This is an optimization exercise on Yosys and OpenROAD, whose aim is small area, not a production implementation. The RTL was checked by simulation tests, not by an equivalence proof against the original design.

==> flow/design.v <==
module ienc (
    input  [31:0] i,
    output [15:0] e
);
    wire [7:0] op = i[31:24];
    wire       hi0 = (op[7:5] == 3'b000);
    wire       br  = hi0 & ~op[4] & ((op[3:0] == 4'h7) | (op[3:0] == 4'hc));
    wire       g1  = hi0 & ((op[4:0] == 5'h00) | (op[4:0] == 5'h06) |
                            (op[4:0] == 5'h0e) | (op[4:0] == 5'h10));
    wire       swi = hi0 & (op[4:0] == 5'h10);
    wire       jmp = hi0 & (op[4:0] == 5'h06);
    wire       g0v = hi0 & ~op[4] & ~br & ~g1;
    assign e[15]   = br;
    assign e[14]   = br ? op[3] : g1;
    assign e[2:0]  = i[2:0];
    assign e[5:3]  = g1 ? {op[4], op[3], op[1]} : i[10:8];
    assign e[8:6]  = swi ? i[10:8] : i[18:16];
    assign e[13:9] = (br | jmp) ? i[23:19] :
                     g1         ? i[7:3]   :
                     {i[7], g0v ? op[3:0] : 4'h0};
endmodule
module cpu_system (
    input          clk,
    input          reset,           
    output [31:0]  pc,
    output         imem_read,
    output [5:0]   imem_addr,
    input  [127:0] imem_rdata,
    input          imem_busywait,
    output         dmem_read,
    output         dmem_write,
    output [5:0]   dmem_addr,
    output [31:0]  dmem_wdata,
    input  [31:0]  dmem_rdata,
    input          dmem_busywait
);
    reg  [31:2] pc_q;
    assign pc = {pc_q, 2'b00};
    reg        ic_rd;                  
    reg  [7:0] ic_valid;
    reg  [2:0] ic_tag  [0:7];
    reg [63:0] ic_data [0:7];
    wire [2:0] ic_idx = pc_q[6:4];
    wire       ic_hit = ic_valid[ic_idx] & (ic_tag[ic_idx] == pc_q[9:7]);
    wire       ic_busy = ~ic_hit;
    wire       ic_fill = ic_rd & ~imem_busywait;
    assign imem_read = ic_rd;
    assign imem_addr = pc_q[9:4];
    wire [63:0] ic_wline;
    ienc enc0 (imem_rdata[31:0],   ic_wline[15:0]);
    ienc enc1 (imem_rdata[63:32],  ic_wline[31:16]);
    ienc enc2 (imem_rdata[95:64],  ic_wline[47:32]);
    ienc enc3 (imem_rdata[127:96], ic_wline[63:48]);
    wire [63:0] ic_line = ic_data[ic_idx];
    wire [15:0] e = ic_line[16*pc_q[3:2] +: 16];
    always @(posedge clk) begin
        if (reset)
            ic_rd <= 1'b0;
        else
            ic_rd <= ic_busy & ~ic_fill;
    end
    genvar gi;
    generate
        for (gi = 0; gi < 8; gi = gi + 1) begin : icl
            always @(posedge clk) begin
                if (reset)
                    ic_valid[gi] <= 1'b0;
                else if (ic_fill && ic_idx == gi)
                    ic_valid[gi] <= 1'b1;
            end
            always @(posedge clk) begin
                if (ic_fill && ic_idx == gi) begin
                    ic_tag[gi]  <= pc_q[9:7];
                    ic_data[gi] <= ic_wline;
                end
            end
        end
    endgenerate
    wire       br   = e[15];
    wire       g1   = ~e[15] & e[14];
    wire       g0   = ~e[15] & ~e[14];
    wire [3:0] sop  = e[12:9];
    wire op_loadi = g1 & ~e[3] & ~e[5];
    wire op_j     = g1 & e[3] & ~e[4];
    wire op_lwi   = g1 & e[4];
    wire op_swi   = g1 & e[5];
    wire op_mov   = g0 & (sop == 4'h1);
    wire op_add   = g0 & (sop == 4'h2);
    wire op_sub   = g0 & (sop == 4'h3);
    wire op_and   = g0 & (sop == 4'h4);
    wire op_or    = g0 & (sop == 4'h5);
    wire op_mult  = g0 & (sop == 4'h8);
    wire op_shl   = g0 & (sop == 4'h9);
    wire op_sra   = g0 & (sop == 4'ha);
    wire op_ror   = g0 & (sop == 4'hb);
    wire op_lwd   = g0 & (sop == 4'hd);
    wire op_swd   = g0 & (sop == 4'hf);
    wire [2:0] rd   = e[8:6];
    wire [2:0] rs1  = g1 ? e[8:6] : e[5:3];
    wire [2:0] rs2  = e[2:0];
    wire [7:0] imm  = {e[13:9], e[2:0]};
    wire [7:0] off  = e[13:6];
    reg  [7:0] regs [0:7];
    wire [7:0] a = regs[rs1];
    wire [7:0] b = regs[rs2];
    wire [7:0] addsub = a + (op_sub ? ~b : b) + {7'b0, op_sub};
    wire [7:0] prod   = a * b;
    wire [2:0] sh     = e[2:0];
    wire [7:0] srl    = a >> sh;
    wire [7:0] sll    = a << sh;
    wire [15:0] sraw  = {{8{a[7]}}, a} >> sh;
    wire [7:0] sra    = sraw[7:0];
    wire [15:0] rr    = {a, a} >> sh;
    reg [7:0] alu;
    always @(*) begin
        alu = b;                                     
        if (op_loadi)            alu = imm;
        if (op_add | op_sub)     alu = addsub;
        if (op_and)              alu = a & b;
        if (op_or)               alu = a | b;
        if (op_mult)             alu = prod;
        if (op_shl)              alu = e[13] ? sll : srl;
        if (op_sra)              alu = sra;
        if (op_ror)              alu = rr[7:0];
    end
    wire       is_load  = op_lwi | op_lwd;
    wire       is_store = op_swi | op_swd;
    wire [7:0] daddr    = g1 ? imm : b;
    wire       c_read   = is_load  & ic_hit;
    wire       c_write  = is_store & ic_hit;
    reg        dc_rd, dc_wr;               
    reg  [7:0] dc_valid, dc_dirty;
    reg  [2:0] dc_tag  [0:7];
    reg [31:0] dc_data [0:7];
    wire [2:0] d_idx   = daddr[4:2];
    wire [1:0] d_off   = daddr[1:0];
    wire       d_hit   = dc_valid[d_idx] & (dc_tag[d_idx] == daddr[7:5]);
    wire       d_dirty = dc_dirty[d_idx];
    wire       d_miss  = (c_read | c_write) & ~d_hit;
    wire       dc_busy = d_miss;
    wire       d_fill  = dc_rd & ~dmem_busywait;
    wire       d_whit  = c_write & d_hit;
    wire [31:0] d_line = dc_data[d_idx];
    wire [7:0]  d_byte = d_line[8*d_off +: 8];
    assign dmem_read  = dc_rd;
    assign dmem_write = dc_wr;
    assign dmem_addr  = {dc_wr ? dc_tag[d_idx] : daddr[7:5], d_idx};
    assign dmem_wdata = d_line;
    always @(posedge clk) begin
        if (reset) begin
            dc_rd <= 1'b0;
            dc_wr <= 1'b0;
        end else begin
            dc_rd <= d_miss & (dc_rd ? dmem_busywait : dc_wr ? ~dmem_busywait : ~d_dirty);
            dc_wr <= d_miss & (dc_wr ? dmem_busywait : ~dc_rd & d_dirty);
        end
    end
    wire [31:0] d_wdat = d_fill ? dmem_rdata : {4{a}};
    genvar gd, gb;
    generate
        for (gd = 0; gd < 8; gd = gd + 1) begin : dcl
            always @(posedge clk) begin
                if (reset) begin
                    dc_valid[gd] <= 1'b0;
                    dc_dirty[gd] <= 1'b0;
                end else if (d_idx == gd) begin
                    if (d_fill) begin
                        dc_valid[gd] <= 1'b1;
                        dc_dirty[gd] <= 1'b0;
                    end else if (d_whit) begin
                        dc_dirty[gd] <= 1'b1;
                    end
                end
            end
            always @(posedge clk) begin
                if (d_fill && d_idx == gd)
                    dc_tag[gd] <= daddr[7:5];
            end
            for (gb = 0; gb < 4; gb = gb + 1) begin : byt
                always @(posedge clk) begin
                    if (d_idx == gd && (d_fill || (d_whit && d_off == gb)))
                        dc_data[gd][8*gb +: 8] <= d_wdat[8*gb +: 8];
                end
            end
        end
    endgenerate
    wire busy = ic_busy | dc_busy;
    wire we   = (op_loadi | op_mov | op_add | op_sub | op_and | op_or | op_mult |
                 op_shl | op_sra | op_ror | is_load) & ~busy;
    wire [7:0] wd = (is_load ? d_byte : alu) & {8{~reset}};
    genvar gr;
    generate
        for (gr = 0; gr < 8; gr = gr + 1) begin : rf
            always @(posedge clk) begin
                if (reset || (we && rd == gr))
                    regs[gr] <= wd;
            end
        end
    endgenerate
    wire taken = op_j | (br & (e[14] ^ (a == b)));
    wire [29:0] pc_next = pc_q + {{22{taken & off[7]}}, taken ? off : 8'h00} + 30'd1;
    always @(posedge clk) begin
        if (reset)
            pc_q <= 30'd0;
        else if (!busy)
            pc_q <= pc_next;
    end
endmodule
==> flow/run.sh <==
#!/bin/bash
# synth_recipe.tcl (not shown) runs the flow's synth.tcl, then flattens the netlist and writes it again
# the make line also repeats each setting of config.mk as NAME=value (left out here)
make -C /OpenROAD-flow-scripts/flow DESIGN_CONFIG=/design/flow/config.mk WORK_HOME=/design/flow/orfs CLKGATE_MAP_FILE= SYNTH_SCRIPT=/design/flow/synth_recipe.tcl finish
==> flow/config.mk <==
export PLATFORM = sky130hd
export DESIGN_NAME = cpu_system
export DESIGN_NICKNAME = cpu_system
export VERILOG_FILES = /design/flow/design.v
export SDC_FILE = /design/flow/constraint.sdc
export NUM_CORES = 4
export LEC_CHECK = 0
export ABC_AREA = 1
export CAP_MARGIN = 20
export CORE_MARGIN = 2
export CORE_UTILIZATION = 50
export SLEW_MARGIN = 20
==> flow/constraint.sdc <==
create_clock -name core_clock -period 18.0 [get_ports {clk}]
set_input_delay 3.6000 -clock core_clock [delete_from_list [all_inputs] [get_ports {clk}]]
set_output_delay 3.6000 -clock core_clock [all_outputs]
set_load 0.01 [all_outputs]
==> results of run 1 <==
cells by family (layout without fill, tap and decap cells):
kind of cell	count (synthesis)	count (layout)
muxes	3	3
adders and majority gates	81	81
DFF	937	937
buffers and inverters	463	757
AOI/OAI and AO/OA	582	582
other	1	4
xor gates and xnor gates	44	44
and+or+nand+nor	2078	2078
how the worst max path moves through the flow:
stage | end | cells past startpoint
3_5_place_dp | pc_q[30]$_SDFFE_PP0N_ | 54
6_report | dmem_wdata[14] | 29
3_3_place_gp | pc_q[30]$_SDFFE_PP0N_ | 54
2_1_floorplan | pc_q[30]$_SDFFE_PP0N_ | 48
4_1_cts | dmem_wdata[14] | 29
5_1_grt | dmem_wdata[28] | 30
metal layers:
layer	routed length, um	track usage	vias to the layer above
met5	0	0	-
met4	5010	0.111	0
met3	8810	0.0358	287
met2	60700	0.474	1311
met1	52900	0.377	15227
li1	-	-	14926
worst max-delay path, delay by kind of cell, from the launching register on:
| kind | cells | cell delay [ns] |
|---|---|---|
| and+or+nand+nor | 20 | 4.12 |
| AOI/OAI and AO/OA | 1 | 0.20 |
| buffers and inverters | 8 | 2.82 |
| DFF | 1 | 0.31 |
state kept, by name, indices dropped and copies added, names as in the netlist:
| name | flops |
|---|---|
| pc_q | 30 |
| dc_wr | 1 |
| ic_rd | 1 |
| dc_rd | 1 |
| ic_data | 512 |
| dc_valid | 8 |
| regs | 64 |
| dc_data | 256 |
| dc_tag | 24 |
| ic_valid | 8 |
| dc_dirty | 8 |
| ic_tag | 24 |
Yosys cell counts, types with 21 or more instances:
| library cell | n | area (um^2) |
|---|---|---|
| o211ai_1 | 21 | 158 |
| buf_2 | 44 | 220 |
| nand2_2 | 23 | 144 |
| inv_1 | 272 | 1020 |
| buf_6 | 23 | 259 |
| a21oi_1 | 154 | 771 |
| or2_2 | 27 | 169 |
| clkbuf_1 | 50 | 188 |
| nand3_1 | 204 | 1020 |
| a22oi_1 | 89 | 668 |
| dfxtp_1 | 57 | 1140 |
| nand2_1 | 1249 | 4690 |
| nor2_2 | 27 | 169 |
| o21ai_0 | 194 | 971 |
| nor2_1 | 349 | 1310 |
| nand4_1 | 109 | 682 |
| o21ai_1 | 23 | 115 |
| buf_4 | 39 | 293 |
| xor2_1 | 30 | 263 |
| edfxtp_1 | 880 | 26400 |
| ha_1 | 67 | 838 |
cell usage in the layout, fill, tap and decap left out, types with 27 or more instances in the layout:
cell type           n
a22oi_1            89
clkdlybuf4s50_1   220
o21ai_0           192
xor2_1             30
ha_1               67
nand4_1           109
nand3_1           204
or2_2              27
nor2_1            338
inv_1             271
buf_4              59
nand2_1          1249
a21oi_1           148
clkbuf_16          99
dfxtp_1            55
nor2_2             27
edfxtp_1          880
metrics by stage:
stage,instance area (um^2)
4_1_cts,50200
6_report,50300
2_1_floorplan,43700
5_1_grt,50300
3_5_place_dp,46900
3_3_place_gp,46800
area by class of cell:
class                      count  area, um^2  area share
clock buffer                 121        2560      0.0509
inverter                     293        1110      0.0222
sequential                   937       27600       0.548
antenna                        2        5.00   0.0000995
timing repair buffer         279        2650      0.0526
multi-input combinational   2790       14100       0.281
tap                         1155        1450      0.0287
clock inverter                64         827      0.0165
==> summary.txt, run 1 <==
status no timing/DRC/antenna violations; Worst EP required 14.40 ns; Setup Fix Bufs, Post-CTS 0; Hold Path Depth 2; initial antenna violation count 1; detail-routed via count per cell 5.63; worst slew pin tran 1.20 ns; WHS 0.453 ns; first-pass GRT wire length 191000 um; Ys Warns 6; max-cap violation count 0; largest net degree at the start of global routing 60; Finished Core Util 0.580; die extent in x 300 um; Post-Synth Adder-Cell Area 0.0256; compound-cell area share of the yosys netlist 0.0798; Buffers on Ports 220; placed cells 5452; Tmin final 11.86 ns; FF+latch count, synth 937; DRC Markers 0; final hold vios 0; max-slew violations 0; post-route ant nets 0; Worst Path Arrival 8.26 ns; Root Driver clkbuf_16; XOR/XNOR Fraction of Synth Area 0.00881; cells after synthesis 4189; crit path from pc_q[6]$_SDFFE_PP0N_; # IOs 243; GRT Total Usage 0.283; Congestion Overflow GR 0; GP Congestion 0.938; layout cell share with drive strength beyond 1 0.0825; Setup crit start kind flop; FP Rows 108; Slew headroom 0.200; number of flops mapped to enable cells by yosys 880; final setup margin 6.14 ns; multiplexer share of the synthesized area 0.000773; sequential-to-total area share from yosys stat 0.631; via count 31.8k; Setup crit end kind output port; Hold Crit Class flop to flop; number of CTS-inserted buffers 98; Core Footprint 86800 um^2; Min-Delay Startpoint dc_dirty[6]$_SDFFE_PP0P_; Netlist cell types 72; slowest cell delay on critical path 0.66 ns; asr flop ratio synth 0; routed len/inst 22.6 um; RSZ-0062 raised after global routing false; First-pass DRT Iterations 6; pre-CTS WS 6.93 ns; die height 300 um; CTS Sinks 937; CTS max path bufs 3; worst-case reg-to-reg path depth 54; setup TNS 0 ns; worst r2r dst pc_q[30]$_SDFFE_PP0N_; Die ar. 89800 um^2; fmax 84.3 MHz; Layout Nets 4644; reg-to-reg startpoint pc_q[6]$_SDFFE_PP0N_; CTS Hold Buffers Added 0; non-filler cells, final 5641; initial DRC count 3250; period utilisation layout 0.659; fillers 7484; Hold EP dc_dirty[6]$_SDFFE_PP0P_; Skew-Pair Late Insertion Delay 0.68 ns; Simple-Gate Fraction of Synth Area 0.205; endpoints failing setup 0; clock-pin slew on the worst setup and hold paths 0.06 ns; CTS tree done; largest family of logic cells by synthesized area simple AND/OR/NAND/NOR gates; Crit Path Class flop to output port; Worst R2R Setup Slack 6.71 ns; post-synthesis instance area 43700 um^2; Clock Skews 0.0600 ns; area growth from synthesis to layout 15.0%; Initial Utilization 0.504; critical path fanouts, max 51; Detail Placement HPWL 80000 um; Post-Syn Area per Cell 10.4 um^2; post_cts resized 0; WL final 127000 um; vias in the first global route 30.8k; master of the slowest instance on the critical path buf_4; H-Tree Depth 3; Post-synth top flop edfxtp_1; most used cell, CP nand2_1
==> inputs of run 2 (changes only) <==
--- a/flow/design.v
+++ b/flow/design.v
@@ -106,9 +106,12 @@
     wire [7:0] addsub = a + (op_sub ? ~b : b) + {7'b0, op_sub};
-    wire [7:0] prod   = a * b;
-    wire [2:0] sh     = e[2:0];
-    wire [7:0] srl    = a >> sh;
-    wire [7:0] sll    = a << sh;
-    wire [15:0] sraw  = {{8{a[7]}}, a} >> sh;
-    wire [7:0] sra    = sraw[7:0];
-    wire [15:0] rr    = {a, a} >> sh;
+    wire [7:0] prod;
+    mul8 mul0 (a, b, prod);
+    wire [2:0] sh    = e[2:0];
+    wire       left  = e[13] & ~e[10];           
+    wire [7:0] arev  = {a[0], a[1], a[2], a[3], a[4], a[5], a[6], a[7]};
+    wire [7:0] slo   = left ? arev : a;
+    wire [6:0] sfill = op_ror ? a[6:0] : {7{op_sra & a[7]}};
+    wire [14:0] sw   = {sfill, slo} >> sh;
+    wire [7:0] sr    = sw[7:0];
+    wire [7:0] shres = left ? {sr[0], sr[1], sr[2], sr[3], sr[4], sr[5], sr[6], sr[7]} : sr;
     reg [7:0] alu;
@@ -116,10 +119,8 @@
         alu = b;                                     
-        if (op_loadi)            alu = imm;
-        if (op_add | op_sub)     alu = addsub;
-        if (op_and)              alu = a & b;
-        if (op_or)               alu = a | b;
-        if (op_mult)             alu = prod;
-        if (op_shl)              alu = e[13] ? sll : srl;
-        if (op_sra)              alu = sra;
-        if (op_ror)              alu = rr[7:0];
+        if (op_loadi)                  alu = imm;
+        if (op_add | op_sub)           alu = addsub;
+        if (op_and)                    alu = a & b;
+        if (op_or)                     alu = a | b;
+        if (op_mult)                   alu = prod;
+        if (op_shl | op_sra | op_ror)  alu = shres;
     end
@@ -200,3 +201,16 @@
     wire taken = op_j | (br & (e[14] ^ (a == b)));
-    wire [29:0] pc_next = pc_q + {{22{taken & off[7]}}, taken ? off : 8'h00} + 30'd1;
+    wire [7:0]  toff = taken ? off : 8'h00;
+    wire [8:0]  lo_sum = {1'b0, pc_q[9:2]} + {1'b0, toff} + 9'd1;
+    wire        hi_inc = lo_sum[8] & ~toff[7];
+    wire        hi_dec = ~lo_sum[8] & toff[7];
+    wire [21:0] hi_x = pc_q[31:10] ^ {22{hi_dec}};
+    wire [21:0] hi_p;
+    assign hi_p[0] = hi_inc | hi_dec;
+    genvar gp;
+    generate
+        for (gp = 1; gp < 22; gp = gp + 1) begin : pcp
+            assign hi_p[gp] = hi_p[gp-1] & hi_x[gp-1];
+        end
+    endgenerate
+    wire [29:0] pc_next = {pc_q[31:10] ^ hi_p, lo_sum[7:0]};
     always @(posedge clk) begin
@@ -208 +222,28 @@
 endmodule
+module mul8 (
+    input  [7:0] x,
+    input  [7:0] y,
+    output [7:0] p
+);
+    wire [7:0] s [0:7];
+    wire [7:0] c [0:7];
+    genvar r, k;
+    generate
+        for (k = 0; k < 8; k = k + 1) begin : row0
+            assign s[0][k] = x[k] & y[0];
+        end
+        for (r = 1; r < 8; r = r + 1) begin : rows
+            for (k = 0; k < 8; k = k + 1) begin : col
+                if (k < r) begin : pass
+                    assign s[r][k] = s[r-1][k];
+                end else begin : add
+                    wire pp = x[k-r] & y[r];
+                    wire cin = (k == r) ? 1'b0 : c[r][k-1];
+                    assign s[r][k] = s[r-1][k] ^ pp ^ cin;
+                    assign c[r][k] = (s[r-1][k] & pp) | (cin & (s[r-1][k] ^ pp));
+                end
+            end
+        end
+    endgenerate
+    assign p = s[7];
+endmodule
--- a/flow/config.mk
+++ b/flow/config.mk
@@ -8,5 +8,7 @@
 export ABC_AREA = 1
-export CAP_MARGIN = 20
+export CAP_MARGIN = 0
 export CORE_MARGIN = 2
-export CORE_UTILIZATION = 50
-export SLEW_MARGIN = 20
+export CORE_UTILIZATION = 60
+export CTS_BUF_LIST = sky130_fd_sc_hd__clkbuf_4 sky130_fd_sc_hd__clkbuf_8
+export PLACE_DENSITY = 0.7
+export SLEW_MARGIN = 0
==> run 2 against run 1 <==
  * Clock skew decreased by 0.017 ns
  * Die area decreased by 17%
  * Hold slack got worse by 0.0026 ns
  * Synthesized area decreased by 1.2%
  * Sequential cell count unchanged
  * Wire length decreased by 6.1%
  * Worst setup slack got worse by 1.4 ns
  * Final area decreased by 2.7%
  * Synthesized cell count decreased by 0.79%
==> summary.txt, run 2 <==
Die ar. 74200 um^2; DRC Markers 0; top cell type's share of synthesized area 0.611; max-slew violations 0; first-pass GRT wire length 179000 um; Worst EP required 14.40 ns; Clock Skews 0.0429 ns; die height 272 um; post-synthesis instance area 43200 um^2; Hold Path Depth 2; number of flops mapped to enable cells by yosys 880; Slew headroom 0.158; worst r2r dst regs[0][7]$_DFFE_PP_; Simple-Gate Fraction of Synth Area 0.212; sequential-to-total area share from yosys stat 0.638; final hold vios 0; FP Rows 98; detail-routed via count per cell 5.78; Tmin final 13.22 ns; Congestion Overflow GR 0; status no timing/DRC/antenna violations; worst-case reg-to-reg path depth 51; vias in the first global route 29.8k; Post-Syn Area per Cell 10.4 um^2; max reg flops 512; Top Registers ic_data x512, dc_data x256, regs x64; Skew-Pair Late Insertion Delay 0.82 ns; initial DRC count 3452; cell with the most instances after synthesis nand2_1; compound-cell area share of the yosys netlist 0.0675; max-cap violation count 0; GP Congestion 1.03; Setup crit end kind output port; Netlist cell types 66; XOR/XNOR Fraction of Synth Area 0.0118; fillers 5462; area growth from synthesis to layout 13.1%; H-Tree Depth 4; most common cell after layout, fill and taps aside nand2_1; setup TNS 0 ns; Crit Path Class flop to output port; die extent in x 272 um; GRT Total Usage 0.324; endpoints failing setup 0; Post-synth top flop edfxtp_1; layout cell share with drive strength beyond 1 0.0918; Setup crit start kind flop; Initial Utilization 0.606; Synth top cells by count 1343 x nand2_1, 880 x edfxtp_1, 298 x nor2_1; First-pass DRT Iterations 8; period utilisation layout 0.734; Detail Placement HPWL 73800 um; post-route ant nets 0; routed len/inst 21.9 um; Buffers on Ports 220; post_cts resized 0; Root Driver clkbuf_8; Hold EP dc_dirty[5]$_SDFFE_PP0P_; largest family of logic cells by synthesized area simple AND/OR/NAND/NOR gates; Core Footprint 71400 um^2; # IOs 243; Min-Delay Startpoint dc_dirty[5]$_SDFFE_PP0P_; via count 31.6k; initial antenna violation count 2; most frequent cells in the layout 1343 x nand2_1, 880 x edfxtp_1, 291 x nor2_1; cells after synthesis 4156; Reg with most FFs ic_data; CTS Sinks 937; Setup Fix Bufs, Post-CTS 0; largest net degree at the start of global routing 63; Worst Path Arrival 9.62 ns; Ys Warns 7; CTS max path bufs 3; RSZ-0062 raised after global routing false; reg-to-reg startpoint pc_q[5]$_SDFFE_PP0N_; number of CTS-inserted buffers 147; multiplexer share of the synthesized area 0.00151; Post-Synth Adder-Cell Area 0.0186; WL final 120000 um; fmax 75.6 MHz; critical path fanouts, max 62; top cells by area, synth edfxtp_1 61%, nand2_1 12%, nand3_1 3.2%; Layout Nets 4624; Worst R2R Setup Slack 5.39 ns; CTS Hold Buffers Added 0; asr flop ratio synth 0; WHS 0.451 ns; Hold Crit Class flop to flop; FF+latch count, synth 937; CTS tree done; clock-pin slew on the worst setup and hold paths 0.06 ns; cell taking the most area after synthesis edfxtp_1; worst slew pin tran 1.25 ns
==> run 2: layer usage <==
metal,vias up,global-route usage,share of wire
met2,1539,0.533,0.48
met1,15041,0.430,0.39
met4,0,0.137,0.041
met3,288,0.0520,0.087
li1,14730,-,-
met5,-,0,0
==> run 2: logic make-up (layout without fill, tap and decap cells) <==
group                    Yosys count  count (layout)
AO/OA/AOI/OAI                    486             486
XOR/XNOR                          58              58
adder cells (fa/ha/maj)           54              54
buffers and inverters            467             829
flip-flops                       937             937
multiplexers                       6               6
other                              1               4
AND/OR/NAND/NOR                 2147            2147
==> run 2: how the worst max path moves through the flow <==
stage | cells after the start | start | slack (ns) | end
final | 23 | pc_q[4]$_SDFFE_PP0N_ | 4.78 | dmem_wdata[13]
after floorplan | 3 | imem_busywait | 8.97 | ic_data[2][0]$_DFFE_PP_
after CTS | 23 | pc_q[4]$_SDFFE_PP0N_ | 4.97 | dmem_wdata[12]
after detailed placement | 51 | pc_q[5]$_SDFFE_PP0N_ | 5.62 | regs[5][7]$_DFFE_PP_
after global placement | 62 | pc_q[5]$_SDFFE_PP0N_ | 5.71 | pc_q[31]$_SDFFE_PP0N_
after global routing | 23 | pc_q[4]$_SDFFE_PP0N_ | 4.59 | dmem_wdata[13]
==> run 2: stage by stage <==
step / setup slack [ns] / cells / utilization / instance area [um^2]
finish: 4.78 / 5471 / 0.685 / 48900
global route: 4.59 / 5471 / 0.685 / 48900
CTS: 4.97 / 5469 / 0.685 / 48900
detailed placement: 5.62 / 5207 / 0.645 / 46000
global placement: 5.71 / 5207 / 0.645 / 46000
floorplan: 8.97 / 4157 / - / 43200
==> run 2: area by class of cell <==
cell class | count | area, um^2 | area share
well taps | 950 | 1190 | 0.0243
multi-input cells | 2753 | 13500 | 0.277
flip-flops and latches | 937 | 27600 | 0.564
inverters | 295 | 1110 | 0.0228
clock inverters | 70 | 483 | 0.00988
diodes | 2 | 5.00 | 0.000102
repair buffers | 272 | 2590 | 0.0530
clock buffers | 192 | 2400 | 0.0491
==> run 2: worst max-delay path, cell delays in order, from the launching register on <==
cell and delay [ns]:
dfxtp_1 0.95, nor2_8 0.07, nand2_4 0.32, buf_4 0.70, inv_1 0.60, a21oi_1 0.29
nand3_1 0.10, nand2_1 0.06, nand3_1 0.07, nand2_2 0.66, inv_2 0.50, nand3_1 0.21
nand2_1 0.06, nor2_1 0.10, nand2_1 0.11, nand2_2 0.22, nand2_1 0.10, nand2_2 0.50
nand2_1 0.14, nor2_2 0.85, inv_2 0.69, o21ai_0 0.76, inv_1 0.10, clkdlybuf4s50_1 0.50
==> inputs of run 3 (changes only) <==
==> flow/flow/run.sh (new file) <==
#!/bin/bash
# Own layout flow: the standard flow, with
#  - synthesis: abc maps the logic with an area-oriented script (flow/area.abc);
#  - port buffers: the smallest buffer (buf_1) instead of the flow's default choice;
#  - clock tree: small clock buffers and no dummy loads.
set -euo pipefail
W=$(pwd)
export AREA_ABC_SCRIPT=$W/flow/area.abc
export FLOW_SYNTH_TCL=$W/synth_recipe.tcl
bash standard.sh SYNTH_SCRIPT=$W/flow/synth.tcl synth > $W/synth.log 2>&1
bash standard.sh \
  "BUFFER_PORTS_ARGS=-buffer_cell sky130_fd_sc_hd__buf_1" \
  "CTS_ARGS=-sink_clustering_enable -repair_clock_nets -dont_use_dummy_load -buf_list {sky130_fd_sc_hd__clkbuf_4 sky130_fd_sc_hd__clkbuf_8}" \
  finish > $W/layout.log 2>&1
==> flow/flow/area.abc (new file) <==
strash
dc2
&get -n
&dch -f
&nf -R 1000
&put
strash
dch -f
&get -n
&nf -R 1000
&put
topo
==> flow/flow/synth.tcl (new file) <==
# The standard flow's synthesis (synth_recipe.tcl), with only the combinational mapping script of abc
# replaced by flow/area.abc. Registers, their names and cell types are untouched.
proc abc {args} {
  set i [lsearch $args -script]
  if { $i >= 0 } { lset args [expr {$i + 1}] $::env(AREA_ABC_SCRIPT) }
  yosys abc {*}$args
}
source $::env(FLOW_SYNTH_TCL)
==> flow/standard.sh (new file) <==
#!/bin/bash
# synth_recipe.tcl (not shown) runs the flow's synth.tcl, then flattens the netlist and writes it again
# the make line also repeats each setting of config.mk as NAME=value (left out here)
make -C /OpenROAD-flow-scripts/flow DESIGN_CONFIG=/design/flow/config.mk WORK_HOME=/design/flow/orfs CLKGATE_MAP_FILE= SYNTH_SCRIPT=/design/flow/synth_recipe.tcl "${@:-finish}"
--- a/flow/config.mk
+++ b/flow/config.mk
@@ -11,3 +11,2 @@
 export CORE_UTILIZATION = 60
-export CTS_BUF_LIST = sky130_fd_sc_hd__clkbuf_4 sky130_fd_sc_hd__clkbuf_8
 export PLACE_DENSITY = 0.7
removed: flow/run.sh
==> run 3 against run 2 <==
  * Wire length is 11% lower
  * Count of clock-buffer cells in the layout is 46 lower
  * Non-clock buffer count is 13 higher
  * Critical path depth is 26 higher
  * Global-route usage is 0.25 points lower
  * Cell count is 29% lower
  * Hold slack better by 0.0025 ns
  * Worst setup slack worse by 2.1 ns
  * Synthesized cell count is 37% lower
  * Die area is 11% lower
==> summary.txt, run 3 <==
Min-Delay Startpoint pc_q[31]$_SDFFE_PP0N_; Clock Skews 0.0721 ns; Root Driver clkbuf_8; crit path capture pc_q[30]$_SDFFE_PP0N_; die extent in x 257 um; crit path from pc_q[6]$_SDFFE_PP0N_; Post-Synth Adder-Cell Area 0.0209; Hold Crit Class flop to flop; final hold vios 0; worst-case reg-to-reg path depth 49; multiplexer share of the synthesized area 0.0154; asr flop ratio synth 0; XOR/XNOR Fraction of Synth Area 0.0125; Setup crit start kind flop; CTS tree done; Detail Placement HPWL 64300 um; worst r2r dst pc_q[30]$_SDFFE_PP0N_; cell with the most instances after synthesis edfxtp_1; Finished Core Util 0.681; max-cap violation count 0; detail-routed via count per cell 6.74; layout cell share with drive strength beyond 1 0.0799; CTS max path bufs 3; H-Tree Depth 4; GRT Total Usage 0.321; status no timing/DRC/antenna violations; Setup Fix Bufs, Post-CTS 0; Worst R2R Setup Slack 2.70 ns; Worst EP required 18.66 ns; master of the slowest instance on the critical path dfxtp_1; max-slew violations 0; die height 257 um; post_cts resized 0; Ys Warns 7; cells after synthesis 2631; most used cell, CP a21oi_1; GP Congestion 0.965; reg-to-reg startpoint pc_q[6]$_SDFFE_PP0N_; Reg with most FFs ic_data; compound-cell area share of the yosys netlist 0.154; Top Registers ic_data x512, dc_data x256, regs x64; largest family of logic cells by synthesized area compound AO/OA/AOI/OAI gates; First-pass DRT Iterations 8; most common cell after layout, fill and taps aside edfxtp_1; first-pass GRT wire length 158000 um; fmax 65.4 MHz; fillers 4416; RSZ-0062 raised after global routing false; setup TNS 0 ns; routed len/inst 27.4 um; Congestion Overflow GR 0; period utilisation layout 0.850; top cells by area, synth edfxtp_1 69%, a22oi_1 5.6%, dfxtp_1 3.0%; via count 26.3k; top cell type's share of synthesized area 0.687; Slew headroom 0.0730; WL final 107000 um; slowest cell delay on critical path 0.86 ns; # IOs 243; Post-Syn Area per Cell 14.6 um^2; Synth top cells by count 880 x edfxtp_1, 285 x a22oi_1, 212 x nor2_1; Simple-Gate Fraction of Synth Area 0.0715; Core Footprint 63200 um^2; post-route ant nets 0; Netlist cell types 58; Crit Path Class flop to flop; DRC Markers 0; critical path fanouts, max 36; Setup crit end kind flop; number of CTS-inserted buffers 146; area growth from synthesis to layout 11.9%; worst slew pin tran 1.38 ns; CTS Hold Buffers Added 0; number of flops mapped to enable cells by yosys 880; initial antenna violation count 3; clock-pin slew on the worst setup and hold paths 0.06 ns; Buffers on Ports 220; largest net degree at the start of global routing 68; vias in the first global route 25.9k; sequential-to-total area share from yosys stat 0.717; Initial Utilization 0.608; CTS Sinks 937; FF+latch count, synth 937; FP Rows 92; most frequent cells in the layout 880 x edfxtp_1, 285 x a22oi_1, 219 x buf_1; cell taking the most area after synthesis edfxtp_1; Die ar. 66100 um^2; Post-synth top flop edfxtp_1; post-synthesis instance area 38400 um^2; Worst Path Arrival 15.96 ns; Tmin final 15.30 ns; Skew-Pair Late Insertion Delay 0.81 ns; initial DRC count 3272; Layout Nets 3272; endpoints failing setup 0; max reg flops 512
run 3: cells by family after synthesis:
logic type,Yosys count
XOR/XNOR,55
AO/OA/AOI/OAI,842
other,1
multiplexers,56
buffers and inverters,79
AND/OR/NAND/NOR,607
adder cells (fa/ha/maj),54
flip-flops,937
run 3: worst min-delay path by stage:
stage	slack [ns]	depth (start not counted)	endpoint
after floorplan	0.43	2	ic_valid[2]$_SDFFE_PP0P_
after global placement	0.45	2	ic_valid[2]$_SDFFE_PP0P_
after detailed placement	0.45	1	pc_q[31]$_SDFFE_PP0N_
after CTS	0.46	1	pc_q[31]$_SDFFE_PP0N_
after global routing	0.48	1	pc_q[31]$_SDFFE_PP0N_
final	0.45	1	pc_q[31]$_SDFFE_PP0N_
run 3: per-stage QoR:
| step | worst slack [ns] | hold slack, ns | std cells | area (um^2) |
|---|---|---|---|---|
| final | 2.70 | 0.453 | 3899 | 43000 |
| after global routing | 1.68 | 0.480 | 3899 | 43000 |
| after CTS | 3.05 | 0.458 | 3898 | 43000 |
| after detailed placement | 3.09 | 0.446 | 3752 | 41000 |
| after global placement | 3.47 | 0.448 | 3752 | 41000 |
| after floorplan | 3.30 | 0.435 | 2632 | 38500 |
run 3: cell type report:
type / instances / area, um^2 / share of cell area
Tap cell: 846 / 1060 / 0.0246
Inverter: 68 / 255 / 0.00594
Multi-Input combinational cell: 1616 / 10700 / 0.250
Clock buffer: 146 / 2010 / 0.0467
Timing Repair Buffer: 285 / 1370 / 0.0317
Sequential cell: 937 / 27600 / 0.641
Antenna cell: 1 / 2.50 / 0.0000582
run 3: critical path: cells and delay by family, from the launching register on:
kind,cells,cell delay (ns)
DFF,1,0.86
and+or+nand+nor,12,3.51
AOI/OAI and AO/OA,24,6.96
adders and majority gates,4,1.09
xor gates and xnor gates,1,0.17
buffers and inverters,8,2.55
run 3: per-layer routing:
metal  track usage  wire [um]  vias to the layer above  share of wire
li1              -          -                    11479              -
met1         0.423      40300                    12958           0.38
met2         0.530      52300                     1605           0.49
met3        0.0641      10700                      248           0.10
met4         0.126       3520                        2          0.033
met5             0         13                        -        0.00012
==> inputs of run 4 (changes only) <==
--- a/flow/design.v
+++ b/flow/design.v
@@ -2,5 +2,7 @@
     input  [31:0] i,
-    output [15:0] e
+    output [14:0] e
 );
-    wire [7:0] op = i[31:24];
+    wire [7:0] op  = i[31:24];
+    wire [2:0] r1  = i[10:8];
+    wire [2:0] r2  = i[2:0];
     wire       hi0 = (op[7:5] == 3'b000);
@@ -9,13 +11,17 @@
                             (op[4:0] == 5'h0e) | (op[4:0] == 5'h10));
+    wire       jmp = hi0 & (op[4:0] == 5'h06);
     wire       swi = hi0 & (op[4:0] == 5'h10);
-    wire       jmp = hi0 & (op[4:0] == 5'h06);
     wire       g0v = hi0 & ~op[4] & ~br & ~g1;
-    assign e[15]   = br;
-    assign e[14]   = br ? op[3] : g1;
-    assign e[2:0]  = i[2:0];
-    assign e[5:3]  = g1 ? {op[4], op[3], op[1]} : i[10:8];
-    assign e[8:6]  = swi ? i[10:8] : i[18:16];
-    assign e[13:9] = (br | jmp) ? i[23:19] :
-                     g1         ? i[7:3]   :
-                     {i[7], g0v ? op[3:0] : 4'h0};
+    wire [2:0] d   = r1 ^ r2;
+    wire [1:0] xc;
+    assign xc[1] = d[2] ? (r1[2] ? r2[1] : r1[1]) : r1[2];
+    assign xc[0] = d[2] ? (r1[2] ? r2[0] : r1[0]) : d[1] ? (r1[1] ? r2[0] : r1[0]) : r1[1];
+    wire [1:0] sub1 = {op[4] | op[3], op[4] | (op[1] & ~op[3])};
+    wire [3:0] sop  = ~g0v ? 4'h0 : (op[3:0] == 4'h9 && i[7]) ? 4'hc : op[3:0];
+    assign e[14]    = br;
+    assign e[13]    = br ? op[3] : g1;
+    assign e[12:11] = br ? xc : g1 ? sub1 : sop[3:2];
+    assign e[10:8]  = swi ? r1 : i[18:16];
+    assign e[7:3]   = (br | jmp) ? i[23:19] : g1 ? i[7:3] : {sop[1:0], r1};
+    assign e[2:0]   = br ? d : r2;
 endmodule
@@ -41,3 +47,3 @@
     reg  [2:0] ic_tag  [0:7];
-    reg [63:0] ic_data [0:7];
+    reg [59:0] ic_data [0:7];
     wire [2:0] ic_idx = pc_q[6:4];
@@ -48,9 +54,9 @@
     assign imem_addr = pc_q[9:4];
-    wire [63:0] ic_wline;
-    ienc enc0 (imem_rdata[31:0],   ic_wline[15:0]);
-    ienc enc1 (imem_rdata[63:32],  ic_wline[31:16]);
-    ienc enc2 (imem_rdata[95:64],  ic_wline[47:32]);
-    ienc enc3 (imem_rdata[127:96], ic_wline[63:48]);
-    wire [63:0] ic_line = ic_data[ic_idx];
-    wire [15:0] e = ic_line[16*pc_q[3:2] +: 16];
+    wire [59:0] ic_wline;
+    ienc enc0 (imem_rdata[31:0],   ic_wline[14:0]);
+    ienc enc1 (imem_rdata[63:32],  ic_wline[29:15]);
+    ienc enc2 (imem_rdata[95:64],  ic_wline[44:30]);
+    ienc enc3 (imem_rdata[127:96], ic_wline[59:45]);
+    wire [59:0] ic_line = ic_data[ic_idx];
+    wire [14:0] e = ic_line[15*pc_q[3:2] +: 15];
     always @(posedge clk) begin
@@ -78,10 +84,10 @@
     endgenerate
-    wire       br   = e[15];
-    wire       g1   = ~e[15] & e[14];
-    wire       g0   = ~e[15] & ~e[14];
-    wire [3:0] sop  = e[12:9];
-    wire op_loadi = g1 & ~e[3] & ~e[5];
-    wire op_j     = g1 & e[3] & ~e[4];
-    wire op_lwi   = g1 & e[4];
-    wire op_swi   = g1 & e[5];
+    wire       br   = e[14];
+    wire       g1   = ~e[14] & e[13];
+    wire       g0   = ~e[14] & ~e[13];
+    wire [3:0] sop  = {e[12:11], e[7:6]};
+    wire op_loadi = g1 & (e[12:11] == 2'd0);
+    wire op_j     = g1 & (e[12:11] == 2'd1);
+    wire op_lwi   = g1 & (e[12:11] == 2'd2);
+    wire op_swi   = g1 & (e[12:11] == 2'd3);
     wire op_mov   = g0 & (sop == 4'h1);
@@ -92,3 +98,4 @@
     wire op_mult  = g0 & (sop == 4'h8);
-    wire op_shl   = g0 & (sop == 4'h9);
+    wire op_srl   = g0 & (sop == 4'h9);
+    wire op_sll   = g0 & (sop == 4'hc);
     wire op_sra   = g0 & (sop == 4'ha);
@@ -97,7 +104,10 @@
     wire op_swd   = g0 & (sop == 4'hf);
-    wire [2:0] rd   = e[8:6];
-    wire [2:0] rs1  = g1 ? e[8:6] : e[5:3];
-    wire [2:0] rs2  = e[2:0];
-    wire [7:0] imm  = {e[13:9], e[2:0]};
-    wire [7:0] off  = e[13:6];
+    wire [2:0] pd   = e[2:0];
+    wire [2:0] px   = pd[2] ? {1'b0, e[12:11]} : pd[1] ? {e[12], 1'b0, e[11]} : {e[12:11], 1'b0};
+    wire [2:0] py   = px ^ pd;
+    wire [2:0] rd   = e[10:8];
+    wire [2:0] rs1  = br ? px : g1 ? e[10:8] : e[5:3];
+    wire [2:0] rs2  = br ? py : e[2:0];
+    wire [7:0] imm  = e[7:0];
+    wire [7:0] off  = {e[7:3], e[10:8]};
     reg  [7:0] regs [0:7];
@@ -109,3 +119,3 @@
     wire [2:0] sh    = e[2:0];
-    wire       left  = e[13] & ~e[10];           
+    wire       left  = e[11];                    
     wire [7:0] arev  = {a[0], a[1], a[2], a[3], a[4], a[5], a[6], a[7]};
@@ -124,3 +134,3 @@
         if (op_mult)                   alu = prod;
-        if (op_shl | op_sra | op_ror)  alu = shres;
+        if (op_srl | op_sll | op_sra | op_ror)  alu = shres;
     end
@@ -189,3 +199,3 @@
     wire we   = (op_loadi | op_mov | op_add | op_sub | op_and | op_or | op_mult |
-                 op_shl | op_sra | op_ror | is_load) & ~busy;
+                 op_srl | op_sll | op_sra | op_ror | is_load) & ~busy;
     wire [7:0] wd = (is_load ? d_byte : alu) & {8{~reset}};
@@ -200,3 +210,3 @@
     endgenerate
-    wire taken = op_j | (br & (e[14] ^ (a == b)));
+    wire taken = op_j | (br & (e[13] ^ (a == b)));
     wire [7:0]  toff = taken ? off : 8'h00;
--- a/flow/flow/run.sh
+++ b/flow/flow/run.sh
@@ -12,3 +12,3 @@
   "BUFFER_PORTS_ARGS=-buffer_cell sky130_fd_sc_hd__buf_1" \
-  "CTS_ARGS=-sink_clustering_enable -repair_clock_nets -dont_use_dummy_load -buf_list {sky130_fd_sc_hd__clkbuf_4 sky130_fd_sc_hd__clkbuf_8}" \
+  "CTS_ARGS=-sink_clustering_enable -repair_clock_nets -dont_use_dummy_load -sink_clustering_size 20 -sink_clustering_max_diameter 60 -buf_list {sky130_fd_sc_hd__clkbuf_4 sky130_fd_sc_hd__clkbuf_8}" \
   finish > $W/layout.log 2>&1
==> flow/flow/area.abc (replaced) <==
strash
&get -n
&deepsyn -T 60
&dch -f
&nf -R 1000
&put
topo
==> run 4 against run 3 <==
  * Still clean on timing, DRC and antenna
  * Register-to-register slack worse by 1.2 ns
  * Core utilization down 2.2 points
  * Hold slack better by 0.028 ns
  * Via count up 0.14%
  * Sequential share of layout area up 1.2 points
  * Count of clock-buffer cells in the layout down 91
  * Cell count down 2.8%
  * Global-route usage up 2.0 points
  * Sequential cell count down 32
  * Synthesized cell count down 0.46%
==> summary.txt, run 4 <==
status no timing/DRC/antenna violations; max-cap violation count 0; Congestion Overflow GR 0; via count 26.3k; Die ar. 64600 um^2; GRT Total Usage 0.341; H-Tree Depth 2; most frequent cells in the layout 848 x edfxtp_1, 253 x nor2_1, 219 x buf_1; area growth from synthesis to layout 8.51%; post-route ant nets 0; DRC Markers 0; max reg flops 480; Initial Utilization 0.607; Hold Crit Class flop to flop; Top Registers ic_data x480, dc_data x256, regs x64; Setup crit start kind flop; initial DRC count 4152; sequential-to-total area share from yosys stat 0.709; endpoints failing setup 0; Layout Nets 3171; final setup margin 1.47 ns; worst slew pin tran 1.25 ns; detail-routed via count per cell 6.95; first-pass GRT wire length 160000 um; Ys Warns 7; top cells by area, synth edfxtp_1 68%, a222oi_1 3.0%, dfxtp_1 3.0%; FP Rows 91; cells after synthesis 2619; most common cell after layout, fill and taps aside edfxtp_1; Post-Syn Area per Cell 14.3 um^2; RSZ-0062 raised after global routing false; die extent in x 254 um; Crit Path Class flop to flop; number of CTS-inserted buffers 55; largest net degree at the start of global routing 65; Tmin final 16.53 ns; met2 Use GR 0.564; number of flops mapped to enable cells by yosys 848; Netlist cell types 58; critical path fanouts, max 19; clock-pin slew on the worst setup and hold paths 0.12 ns; Setup Fix Bufs, Post-CTS 0; flip-flop and latch area 26600 um^2; fmax 60.5 MHz; # IOs 243; Worst EP required 18.59 ns; CTS Hold Buffers Added 0; pre-CTS WS 1.89 ns; Reg with most FFs ic_data; cell taking the most area after synthesis edfxtp_1; initial antenna violation count 2; Worst Path Arrival 17.12 ns; Root Driver clkbuf_8; Core Footprint 61800 um^2; period utilisation layout 0.918; Setup crit end kind flop; GP Congestion 0.924; Buffers on Ports 220; max-slew violations 0; met3 GRT Util 0.0479; top cell type's share of synthesized area 0.678; WL final 111000 um; CTS Sinks 905; Clock Skews 0.105 ns; First-pass DRT Iterations 9; Post-synth top flop edfxtp_1; most used cell, CP nand2_1; CTS max path bufs 3; master of the slowest instance on the critical path nor3_1; final hold vios 0; placed cell area 40000 um^2; post_cts resized 0; final instance area 40700 um^2; area of the multi-input gates 10700 um^2; Detail Placement HPWL 70900 um; setup TNS 0 ns; Slew headroom 0.162; FF+latch count, synth 905; Synth top cells by count 848 x edfxtp_1, 272 x nor2_1, 190 x nand2_1; post-synthesis instance area 37500 um^2; fillers 4490; CTS tree done; global route hottest layer met2; routed len/inst 29.2 um; cell with the most instances after synthesis edfxtp_1; asr flop ratio synth 0; layout cell share with drive strength beyond 1 0.0515; met1 Usage GRT 0.451; vias in the first global route 25.3k; slowest cell delay on critical path 0.83 ns; Skew-Pair Late Insertion Delay 0.72 ns; die height 254 um
-- run 4: cells by family (layout without fill, tap and decap cells) --
group,Yosys count,in the layout,share of synthesized area
AOI/OAI and AO/OA,752,752,0.151
xor gates and xnor gates,55,55,0.0128
adders and majority gates,54,54,0.0214
buffers and inverters,101,432,0.0112
DFF,905,905,0.709
muxes,30,30,0.00856
other,1,3,0.0000999
and+or+nand+nor,721,721,0.0862
-- run 4: worst paths after layout --
check	slack, ns	cells past startpoint	start	end
hold reg to reg	0.48	2	dc_valid[4]$_SDFFE_PP0P_	dc_valid[4]$_SDFFE_PP0P_
setup reg to reg	1.47	65	pc_q[6]$_SDFFE_PP0N_	pc_q[31]$_SDFFE_PP0N_
setup / recovery	1.47	65	pc_q[6]$_SDFFE_PP0N_	pc_q[31]$_SDFFE_PP0N_
hold / removal	0.48	2	dc_valid[4]$_SDFFE_PP0P_	dc_valid[4]$_SDFFE_PP0P_
-- run 4: layout make-up --
class / instances / share of cell area
antenna: 1 / 0.0000614
sequential: 905 / 0.653
timing repair buffer: 287 / 0.0326
tap: 837 / 0.0257
clock buffer: 55 / 0.0186
multi-input combinational: 1614 / 0.262
inverter: 90 / 0.00829
-- run 4: metal layers --
metal	vias to the layer above	wire (um)
met5	-	0
met4	0	5640
met3	271	11200
met2	1738	53200
met1	13052	40400
li1	11267	-
-- run 4: through the flow --
step	hold slack (ns)	util	instances
after global placement	0.445	0.647	3733
after global routing	0.502	0.659	3789
after floorplan	0.434	-	2620
after detailed placement	0.459	0.647	3733
final	0.482	0.659	3789
after CTS	0.483	0.659	3788
-- run 4: worst max-delay path: cells and delay by family, from the launching register on --
kind	cells	cell delay, ns
muxes	8	1.80
DFF	1	0.33
AOI/OAI and AO/OA	16	3.73
and+or+nand+nor	31	7.43
adders and majority gates	4	1.51
xor gates and xnor gates	1	0.17
buffers and inverters	5	1.35
==> inputs of run 5 (changes only) <==
--- a/flow/design.v
+++ b/flow/design.v
@@ -59,4 +59,10 @@
     ienc enc3 (imem_rdata[127:96], ic_wline[59:45]);
-    wire [59:0] ic_line = ic_data[ic_idx];
-    wire [14:0] e = ic_line[15*pc_q[3:2] +: 15];
+    wire [31:0] ic_wsel = 32'd1 << pc_q[6:2];
+    reg  [14:0] e;
+    integer wi;
+    always @(*) begin
+        e = 15'd0;
+        for (wi = 0; wi < 32; wi = wi + 1)
+            e = e | (ic_data[wi / 4][15*(wi % 4) +: 15] & {15{ic_wsel[wi]}});
+    end
     always @(posedge clk) begin
@@ -115,3 +121,14 @@
     wire [7:0] b = regs[rs2];
-    wire [7:0] addsub = a + (op_sub ? ~b : b) + {7'b0, op_sub};
+    wire [7:0] bb  = b ^ {8{op_sub}};
+    wire [7:0] ag  = a & bb;
+    wire [7:0] ap  = a ^ bb;
+    wire [8:0] cy;
+    assign cy[0] = op_sub;
+    genvar gk;
+    generate
+        for (gk = 0; gk < 8; gk = gk + 1) begin : addc
+            assign cy[gk+1] = ag[gk] | (ap[gk] & cy[gk]);
+        end
+    endgenerate
+    wire [7:0] addsub = ap ^ cy[7:0];
     wire [7:0] prod;
@@ -120,18 +137,16 @@
     wire       left  = e[11];                    
-    wire [7:0] arev  = {a[0], a[1], a[2], a[3], a[4], a[5], a[6], a[7]};
-    wire [7:0] slo   = left ? arev : a;
-    wire [6:0] sfill = op_ror ? a[6:0] : {7{op_sra & a[7]}};
-    wire [14:0] sw   = {sfill, slo} >> sh;
-    wire [7:0] sr    = sw[7:0];
-    wire [7:0] shres = left ? {sr[0], sr[1], sr[2], sr[3], sr[4], sr[5], sr[6], sr[7]} : sr;
-    reg [7:0] alu;
-    always @(*) begin
-        alu = b;                                     
-        if (op_loadi)                  alu = imm;
-        if (op_add | op_sub)           alu = addsub;
-        if (op_and)                    alu = a & b;
-        if (op_or)                     alu = a | b;
-        if (op_mult)                   alu = prod;
-        if (op_srl | op_sll | op_sra | op_ror)  alu = shres;
-    end
+    wire [2:0] rsh   = left ? (3'd0 - sh) : sh;
+    wire [7:0] ro1   = rsh[0] ? {a[0], a[7:1]} : a;
+    wire [7:0] ro2   = rsh[1] ? {ro1[1:0], ro1[7:2]} : ro1;
+    wire [7:0] ro3   = rsh[2] ? {ro2[3:0], ro2[7:4]} : ro2;
+    wire [7:0] topm  = ~(8'hff >> sh);
+    wire [7:0] botm  = ~(8'hff << sh);
+    wire [7:0] vac   = op_ror ? 8'h00 : left ? botm : topm;
+    wire       fill  = op_sra & a[7];
+    wire [7:0] shres = (ro3 & ~vac) | ({8{fill}} & vac);
+    wire is_sh  = op_srl | op_sll | op_sra | op_ror;
+    wire is_mov = ~(op_loadi | op_add | op_sub | op_and | op_or | op_mult | is_sh);
+    wire [7:0] alu = ({8{is_mov}} & b) | ({8{op_loadi}} & imm) | ({8{op_add | op_sub}} & addsub) |
+                     ({8{op_and}} & ag) | ({8{op_or}} & (ap | ag)) | ({8{op_mult}} & prod) |
+                     ({8{is_sh}} & shres);
     wire       is_load  = op_lwi | op_lwd;
--- a/flow/flow/run.sh
+++ b/flow/flow/run.sh
@@ -12,3 +12,3 @@
   "BUFFER_PORTS_ARGS=-buffer_cell sky130_fd_sc_hd__buf_1" \
-  "CTS_ARGS=-sink_clustering_enable -repair_clock_nets -dont_use_dummy_load -sink_clustering_size 20 -sink_clustering_max_diameter 60 -buf_list {sky130_fd_sc_hd__clkbuf_4 sky130_fd_sc_hd__clkbuf_8}" \
+  "CTS_ARGS=-sink_clustering_enable -repair_clock_nets -dont_use_dummy_load -sink_clustering_size 16 -sink_clustering_max_diameter 50 -buf_list {sky130_fd_sc_hd__clkbuf_8}" \
   finish > $W/layout.log 2>&1
==> run 5 against run 4 <==
  * Fmax is 3.9% higher
  * Synthesized cell count is 2.0% lower
  * Global-route usage is 1.6 points higher
  * Non-clock buffer count is 11 higher
  * Worst setup slack better by 0.62 ns
  * Final area is 0.49% higher
  * First-iteration DRC count is 4.7% lower
  * Clock skew is 0.018 ns lower
  * Critical path depth is 4 lower
  * Sequential share of layout area is 0.32 points lower
  * Wire length is 4.3% higher
  * Critical path type unchanged
==> summary.txt, run 5 <==
post-synthesis instance area 37400 um^2; asr flop ratio synth 0; vias in the first global route 25.0k; top cells by area, synth edfxtp_1 68%, a222oi_1 3.4%, a22oi_1 3.1%; CP delay by family, top simple AND/OR/NAND/NOR gates; Worst EP required 18.58 ns; Crit Path Class flop to flop; worst slew pin tran 1.31 ns; CTS tree done; met3 WL 13500 um; cells after synthesis 2566; FP Rows 91; Top Registers ic_data x480, dc_data x256, regs x64; # IOs 243; H-Tree Depth 3; wl on met1 41100 um; layout cell share with drive strength beyond 1 0.0611; flip-flop and latch area 26600 um^2; via count 26.1k; largest family of logic cells by synthesized area compound AO/OA/AOI/OAI gates; compound-cell area share of the yosys netlist 0.138; Setup crit start kind flop; Min-Delay Startpoint pc_q[31]$_SDFFE_PP0N_; number of flops mapped to enable cells by yosys 848; setup TNS 0 ns; GRT Total Usage 0.357; Clock Skews 0.0867 ns; FF+latch count, synth 905; Ys Warns 7; post-route ant nets 0; Setup Fix Bufs, Post-CTS 0; routed len/inst 30.6 um; cell with the most instances after synthesis edfxtp_1; max-cap violation count 0; XOR/XNOR Fraction of Synth Area 0.0124; first-pass GRT wire length 165000 um; GP Congestion 0.923; Finished Core Util 0.665; Die ar. 64300 um^2; Layout Nets 3156; Simple-Gate Fraction of Synth Area 0.0916; Slew headroom 0.122; crit path from pc_q[6]$_SDFFE_PP0N_; most common cell after layout, fill and taps aside edfxtp_1; area growth from synthesis to layout 9.56%; number of CTS-inserted buffers 77; First-pass DRT Iterations 8; Initial Utilization 0.607; die extent in x 254 um; area of the multi-input gates 10400 um^2; Core Footprint 61600 um^2; status no timing/DRC/antenna violations; WL final 115000 um; Detail Placement HPWL 73600 um; DRC Markers 0; CTS Sinks 905; CTS max path bufs 3; Buffers on Ports 220; Reg with most FFs ic_data; period utilisation layout 0.884; Setup crit end kind flop; Worst Path Arrival 16.49 ns; most used cell, CP nor2_1; master of the slowest instance on the critical path nor2_1; CTS Hold Buffers Added 0; Post-synth top flop edfxtp_1; post_cts resized 0; slowest cell delay on critical path 0.89 ns; fmax 62.9 MHz; fillers 4328; RSZ-0062 raised after global routing false; max-slew violations 0; endpoints failing setup 0; detail-routed via count per cell 6.93; initial antenna violation count 3; most frequent cells in the layout 848 x edfxtp_1, 240 x nor2_1, 219 x buf_1; Post-Syn Area per Cell 14.6 um^2; Hold Crit Class flop to flop; Synth top cells by count 848 x edfxtp_1, 256 x nor2_1, 195 x nand2_1; top cell type's share of synthesized area 0.682; Tmin final 15.91 ns; die height 254 um; Post-Synth Adder-Cell Area 0.0244; Root Driver clkbuf_8; Buf/Inv on CP 5; uppermost layer routed met4; initial DRC count 3958; clock-pin slew on the worst setup and hold paths 0.09 ns; reg-to-reg startpoint pc_q[6]$_SDFFE_PP0N_; critical path fanouts, max 22; Congestion Overflow GR 0; multiplexer share of the synthesized area 0.00911; final hold vios 0; sequential-to-total area share from yosys stat 0.712; max reg flops 480; cell taking the most area after synthesis edfxtp_1; WL met2 54800 um; largest net degree at the start of global routing 61; Netlist cell types 60; Skew-Pair Late Insertion Delay 0.72 ns
-- run 5: cell types whose count changed after synthesis, sizes merged, moves of 12 or more --
cell    before  now
a21oi       99   53
a221oi      70   49
a222oi     114  127
a22oi      141  153
nand3       69   55
nand4       28   55
nor2       272  256
-- run 5: metrics by stage --
| stage | cells | instance area [um^2] | worst slack, ns | hold slack, ns |
|---|---|---|---|---|
| 6_report | 3771 | 40900 | 2.09 | 0.460 |
| 5_1_grt | 3769 | 40900 | 0.673 | 0.487 |
| 4_1_cts | 3768 | 40900 | 2.19 | 0.458 |
| 3_5_place_dp | 3691 | 39900 | 2.35 | 0.448 |
| 3_3_place_gp | 3691 | 39900 | 2.67 | 0.450 |
| 2_1_floorplan | 2567 | 37400 | 5.58 | 0.435 |
-- run 5: per-layer routing --
layer,GRT usage,up-vias
met5,0,-
met1,0.467,12800
met3,0.0684,356
li1,-,11107
met4,0.166,0
met2,0.583,1856
-- run 5: cells by family (layout without fill, tap and decap cells) --
logic type,Yosys count,count (layout)
AO/OA/AOI/OAI,666,666
XOR/XNOR,53,53
adder cells (fa/ha/maj),60,60
buffers and inverters,111,475
flip-flops,905,905
multiplexers,32,32
other,1,5
AND/OR/NAND/NOR,738,738
-- run 5: worst paths after layout --
check	to	slack [ns]	depth (start not counted)
worst min register to register	pc_q[31]$_SDFFE_PP0N_	0.46	1
worst min-delay path	pc_q[31]$_SDFFE_PP0N_	0.46	1
worst max register to register	pc_q[31]$_SDFFE_PP0N_	2.09	61
worst max-delay path	pc_q[31]$_SDFFE_PP0N_	2.09	61
-- run 5: layout make-up --
cell class              instances  area share
clock buffers                  77      0.0259
inverters                     100     0.00917
repair buffers                298      0.0345
diodes                          3    0.000183
flip-flops and latches        905       0.650
well taps                     837      0.0256
multi-input cells            1551       0.255
==> inputs of run 6 (changes only) <==
--- a/flow/flow/run.sh
+++ b/flow/flow/run.sh
@@ -12,3 +12,3 @@
   "BUFFER_PORTS_ARGS=-buffer_cell sky130_fd_sc_hd__buf_1" \
-  "CTS_ARGS=-sink_clustering_enable -repair_clock_nets -dont_use_dummy_load -sink_clustering_size 16 -sink_clustering_max_diameter 50 -buf_list {sky130_fd_sc_hd__clkbuf_8}" \
+  "CTS_ARGS=-sink_clustering_enable -repair_clock_nets -dont_use_dummy_load -sink_clustering_size 24 -sink_clustering_max_diameter 60 -buf_list {sky130_fd_sc_hd__clkbuf_8 sky130_fd_sc_hd__clkbuf_16}" \
   finish > $W/layout.log 2>&1
==> run 6 against run 5 <==
  * Die area unchanged
  * Now fails the layout checks on capacitance limit, slew limit
  * Non-clock buffer count unchanged
==> summary.txt, run 6 <==
status complete, but fails checks; Fail Reasons capacitance limit, slew limit; largest net degree at the start of global routing 61; most common cell after layout, fill and taps aside edfxtp_1; sequential-to-total area share from yosys stat 0.712; top cell type's share of synthesized area 0.682; CTS max path bufs 3; cell with the most instances after synthesis edfxtp_1; cell taking the most area after synthesis edfxtp_1; max-slew violations 1; Buffers on Ports 220; layout cell share with drive strength beyond 1 0.0523; die extent in x 254 um; WL final 115000 um; Setup crit start kind flop; most used cell, CP nor2_1; Synth top cells by count 848 x edfxtp_1, 256 x nor2_1, 195 x nand2_1; global route hottest layer met2; reg-to-reg startpoint pc_q[4]$_SDFFE_PP0N_; master of the slowest instance on the critical path nor2_1; CTS Sinks 905; Root Driver clkbuf_16; DRC Markers 0; Clock Skews 0.0805 ns; most frequent cells in the layout 848 x edfxtp_1, 240 x nor2_1, 219 x buf_1; WHS 0.471 ns; RSZ-0062 raised after global routing false; CTS Hold Buffers Added 0; GP Congestion 0.923; final hold vios 0; CTS tree done; vias in the first global route 24.8k; Initial Utilization 0.607; Tmin final 16.03 ns; Finished Core Util 0.668; worst-case reg-to-reg path depth 63; area growth from synthesis to layout 10.1%; number of CTS-inserted buffers 50; Core Footprint 61600 um^2; Reg with most FFs ic_data; final setup margin 1.97 ns; Setup crit end kind flop; critical path fanouts, max 20; pre-CTS WS 2.35 ns; number of flops mapped to enable cells by yosys 848; Worst Path Arrival 16.54 ns; FP Rows 91; H-Tree Depth 2; fmax 62.4 MHz; top cells by area, synth edfxtp_1 68%, a222oi_1 3.4%, a22oi_1 3.1%; Hold EP pc_q[31]$_SDFFE_PP0N_; first-pass GRT wire length 165000 um; post_cts resized 0; Post-synth top flop edfxtp_1; die height 254 um; Setup Fix Bufs, Post-CTS 0; via count 26.1k; Worst R2R Setup Slack 1.97 ns; met3 GRT Util 0.0656; Skew-Pair Late Insertion Delay 0.65 ns; met1 Usage GRT 0.470; post-synthesis instance area 37400 um^2; Hold Path Depth 1; Detail Placement HPWL 73600 um; initial DRC count 3976; # IOs 243; max-cap violation count 1; met2 Use GR 0.582; initial antenna violation count 1; asr flop ratio synth 0; endpoints failing setup 0; Die ar. 64300 um^2; setup TNS 0 ns; Min-Delay Startpoint pc_q[31]$_SDFFE_PP0N_; Ys Warns 7; Post-Syn Area per Cell 14.6 um^2; routed len/inst 30.7 um; Layout Nets 3129; FF+latch count, synth 905; worst r2r dst pc_q[31]$_SDFFE_PP0N_; Crit Path Class flop to flop; Top Registers ic_data x480, dc_data x256, regs x64; Congestion Overflow GR 0; Worst EP required 18.50 ns; max reg flops 480; worst slew pin tran 1.50 ns; cells after synthesis 2566; Slew headroom -0.00269; First-pass DRT Iterations 8; period utilisation layout 0.891; detail-routed via count per cell 6.97; Netlist cell types 60; clock-pin slew on the worst setup and hold paths 0.09 ns; Hold Crit Class flop to flop; GRT Total Usage 0.355; slowest cell delay on critical path 0.94 ns; post-route ant nets 0
-- run 6: cell types whose count changed in the layout (fill, tap and decap cells not counted) --
cell,change
clkbuf_16,+50
clkbuf_8,-77
diode_2,-2
-- run 6: layout make-up --
type,count,area [um^2]
Clock buffer,50,1250
Multi-Input combinational cell,1551,10400
Fill cell,4294,20500
Sequential cell,905,26600
Inverter,100,375
Antenna cell,1,2.50
Timing Repair Buffer,298,1410
Tap cell,837,1050
-- run 6: metrics by stage --
step	instances	instance area (um^2)
final	3742	41100
after global placement	3691	39900
after global routing	3741	41100
after CTS	3741	41100
after detailed placement	3691	39900
after floorplan	2567	37400
-- run 6: critical path: cells and delay by family (launching register included) --
kind / cells / cell delay, ns
AOI/OAI and AO/OA: 17 / 3.49
xor gates and xnor gates: 1 / 0.10
adders and majority gates: 4 / 1.71
buffers and inverters: 4 / 1.02
DFF: 1 / 0.69
muxes: 7 / 1.84
and+or+nand+nor: 30 / 6.99
-- run 6: routing by layer --
metal	wire (um)	up-vias	share of wire
met4	5570	0	0.048
met5	0	-	0
met2	55200	1853	0.48
met1	41100	12857	0.36
li1	-	11065	-
met3	13200	324	0.12
-- run 6: kinds of logic (layout without fill, tap and decap cells) --
group,after synthesis,after routing,synth area share
AOI/OAI and AO/OA,666,666,0.138
xor gates and xnor gates,53,53,0.0124
adders and majority gates,60,60,0.0244
buffers and inverters,111,448,0.0123
DFF,905,905,0.712
muxes,32,32,0.00911
other,1,3,0.000100
and+or+nand+nor,738,738,0.0916
-- run 6: how the worst max path moves through the flow --
stage                                 end  depth (start not counted)  slack (ns)                  from
floorplan           pc_q[31]$_SDFFE_PP0N_                         62        5.58  pc_q[5]$_SDFFE_PP0N_
global placement    pc_q[31]$_SDFFE_PP0N_                         61        2.67  pc_q[6]$_SDFFE_PP0N_
detailed placement  pc_q[31]$_SDFFE_PP0N_                         63        2.35  pc_q[4]$_SDFFE_PP0N_
CTS                 pc_q[31]$_SDFFE_PP0N_                         63        2.14  pc_q[4]$_SDFFE_PP0N_
global route        pc_q[31]$_SDFFE_PP0N_                         63        0.63  pc_q[4]$_SDFFE_PP0N_
finish              pc_q[31]$_SDFFE_PP0N_                         63        1.97  pc_q[4]$_SDFFE_PP0N_

[re-timing with driven ports]
No port has a modelled driver above. Below, the same layouts with a new extraction and two added sets of constraints.
Step 1 sets driving cells, clkbuf_16 on the clock port and buf_2 on the other inputs (assumed; they add their load-dependent delay and slew).
Step 2 times the ports against the registers' clock, not the clock port: input delays grow and output delays shrink by t, the midpoint of the rising clock arrivals with the driver on.
Three values: no drivers, after step 1, after step 2; two values: the first two.
run	shift t [ns]	setup slack, ns	worst setup path after step 2	pins driven straight from the clock port
run 1	0.722	6.143 / 6.075 / 6.711	register to register	1
run 2	0.863	4.779 / 4.712 / 5.393	register to register	1
run 3	0.834	2.701 / 2.701 / 2.701	register to register	1
run 4	0.729	1.473 / 1.473 / 1.473	register to register	1
run 5	0.742	2.090 / 2.090 / 2.090	register to register	1
run 6	0.675	1.966 / 1.966 / 1.966	register to register	1
